What follows belongs to an exercise in optimizing a design on an open flow for small area and a short achievable clock period; a production flow would make more cautious choices. In this exercise RTL edits were held to simulation tests only and were not proved equivalent to the original. Power is estimated from default activity; no workload was simulated.

## main
## core
module core(clk,
            rst_n,
            mem_wen_D,
            mem_addr_D,
            mem_wdata_D,
            mem_rdata_D,
            mem_addr_I,
            mem_rdata_I
);
Settings: LEC_CHECK=0, CAP_MARGIN=20, CORE_MARGIN=2, CORE_UTILIZATION=40, CTS_CLUSTER_DIAMETER=80, CTS_CLUSTER_SIZE=20, SETUP_SLACK_MARGIN=3.5, SLEW_MARGIN=20, SYNTH_HIERARCHICAL=1, SYNTH_MINIMUM_KEEP_SIZE=0, TNS_END_PERCENT=30; clock period 11.5 ns.
standard.sh (not shown) runs the stock make flow with config.mk's settings and CLKGATE_MAP_FILE= SYNTH_SCRIPT=/design/flow/synth_recipe.tcl, a recipe that flattens the netlist after the stock synthesis.
==> flow/flow/run.sh <==
#!/bin/bash
# The standard layout, with the port buffers made as buf_4 instead of the
# default choice (a delay buffer). Runs in the standard flow's work folder.
set -euo pipefail
export BUFFER_PORTS_ARGS="-buffer_cell sky130_fd_sc_hd__buf_4"
bash standard.sh > standard.log 2>&1
## Diff of input files: the feature branch against main
# main
export LEC_CHECK = 0
export CAP_MARGIN = 20
export CORE_MARGIN = 2
export CORE_UTILIZATION = 40
export CTS_CLUSTER_DIAMETER = 80
export CTS_CLUSTER_SIZE = 20
export SETUP_SLACK_MARGIN = 3.5
export SLEW_MARGIN = 20
export SYNTH_HIERARCHICAL = 1
export SYNTH_MINIMUM_KEEP_SIZE = 0
export TNS_END_PERCENT = 30
create_clock -name core_clock -period 11.5 [get_ports {clk}]
# the feature branch
export LEC_CHECK = 0
export CAP_MARGIN = 20
export CORE_MARGIN = 2
export CORE_UTILIZATION = 40
export CTS_CLUSTER_DIAMETER = 80
export CTS_CLUSTER_SIZE = 20
export SETUP_SLACK_MARGIN = 3.5
export SLEW_MARGIN = 20
export SYNTH_HIERARCHICAL = 1
export SYNTH_MINIMUM_KEEP_SIZE = 0
export TNS_END_PERCENT = 100
create_clock -name core_clock -period 11.5 [get_ports {clk}]
==> comparison <==
Met3 demand-to-capacity share in global routing: the feature branch vs main, no meaningful difference. Detailed-route via count on the feature branch is up relative to main. There was hardly any difference in summed negative setup slack over all endpoints between the feature branch and main. In terms of first-pass GRT wire length, the feature branch and main differ only marginally. For main, the endpoint of the most critical setup path was mem_addr_D[17], unlike the feature branch, where it was mem_addr_D[21]. ~same wire length in main and the feature branch. Looking at setup slack, the feature branch sits 32 ps above main. Diff the feature branch..main | x dimension of the die | unchanged. The feature branch ends up with lower sequential share of layout area than main does. Changes observed in the feature branch relative to main: non-clock buffer count grew by 2.3%, proportion of final cell area spent on non-clock buffers held steady.

---

Another version of the RTL of core (not shown whole).
For scale: about 160 I/O pins.
export LEC_CHECK = 0
export CAP_MARGIN = 20
export CORE_MARGIN = 2
export CORE_UTILIZATION = 40
export CTS_CLUSTER_DIAMETER = 80
export CTS_CLUSTER_SIZE = 20
export SETUP_SLACK_MARGIN = 4.0
export SLEW_MARGIN = 20
export SYNTH_HIERARCHICAL = 1
export SYNTH_MINIMUM_KEEP_SIZE = 0
export TNS_END_PERCENT = 5
create_clock -name core_clock -period 11.5 [get_ports {clk}]
Scripts as last shown in full above: flow/flow/run.sh
Then changed:
Settings changed: SETUP_SLACK_MARGIN 4.0 to 3.5.
Effect: Worst setup slack gets worse by 0.056 ns; non-clock buffer count fell by 31; sequential share of layout area climbs by 1.0 points; cell count fell by 0.55%; core utilization is lower by 0.98 points; synthesized area stays the same; wire length went down by 1.1%; power is lower by 1.5%; combinational power came out lower by about 5%.

---

Another version of the RTL of core (not shown whole).
Size: ~160 I/O pins, roughly 51000 µm² of cells after synthesis.
export LEC_CHECK = 0
export CAP_MARGIN = 20
export CORE_MARGIN = 2
export CORE_UTILIZATION = 40
export CTS_CLUSTER_DIAMETER = 80
export CTS_CLUSTER_SIZE = 20
export SETUP_SLACK_MARGIN = 3.5
export SLEW_MARGIN = 20
export SYNTH_HIERARCHICAL = 1
export SYNTH_MINIMUM_KEEP_SIZE = 0
export TNS_END_PERCENT = 5
create_clock -name core_clock -period 11.5 [get_ports {clk}]
Scripts as last shown in full above: flow/flow/run.sh
Rerun with:
--- a/flow/config.mk
+++ b/flow/config.mk
@@ -8 +8 @@
-export CAP_MARGIN = 20
+export CAP_MARGIN = 10
@@ -14 +14 @@
-export SLEW_MARGIN = 20
+export SLEW_MARGIN = 10
Synthesized area stays the same; wire length is about the same; cell area hardly moves; total power barely changes; sequential power is about the same; fmax stays flat.

==> re-timing with driven ports <==
No port has a modelled driver above. Below, the same layouts with a new extraction and two added sets of constraints. Step 1 sets driving cells, clkbuf_16 on the clock port and buf_2 on the other inputs (assumed; they add their load-dependent delay and slew). Step 2 adds t to the input delays and takes it off the output delays; t is the mean of the earliest and latest rising clock arrival at the registers after step 1. Input paths then give back, and output paths get back, about the clock's delay inside the block. Slacks: ideal ports / drivers / drivers and shift; pairs: ideal ports / drivers.
run | shift t [ns] | setup WS [ns] | latest minus earliest clock arrival (ns) | slew at the worst register clock pin (ns)
main | 0.768 | 3.378 / 3.342 / 2.937 | 0.051 / 0.051 | 0.09 / 0.09
the feature branch | 0.769 | 3.410 / 3.379 / 2.995 | 0.054 / 0.054 | 0.09 / 0.09
the first run of note 2 | 0.749 | 3.518 / 3.420 / 2.978 | 0.045 / 0.044 | 0.09 / 0.09
the second run of note 2 | 0.748 | 3.462 / 3.415 / 2.981 | 0.049 / 0.049 | 0.09 / 0.09
the first run of note 3 | 0.756 | 3.284 / 3.236 / 2.815 | 0.034 / 0.034 | 0.09 / 0.09
the second run of note 3 | 0.754 | 3.308 / 3.275 / 2.700 | 0.038 / 0.037 | 0.09 / 0.09
After both steps every run listed still meets setup and hold. For the second run of note 3, which loses most, drivers alone change the setup slack by -0.033 ns; drivers and shift together by -0.608 ns.
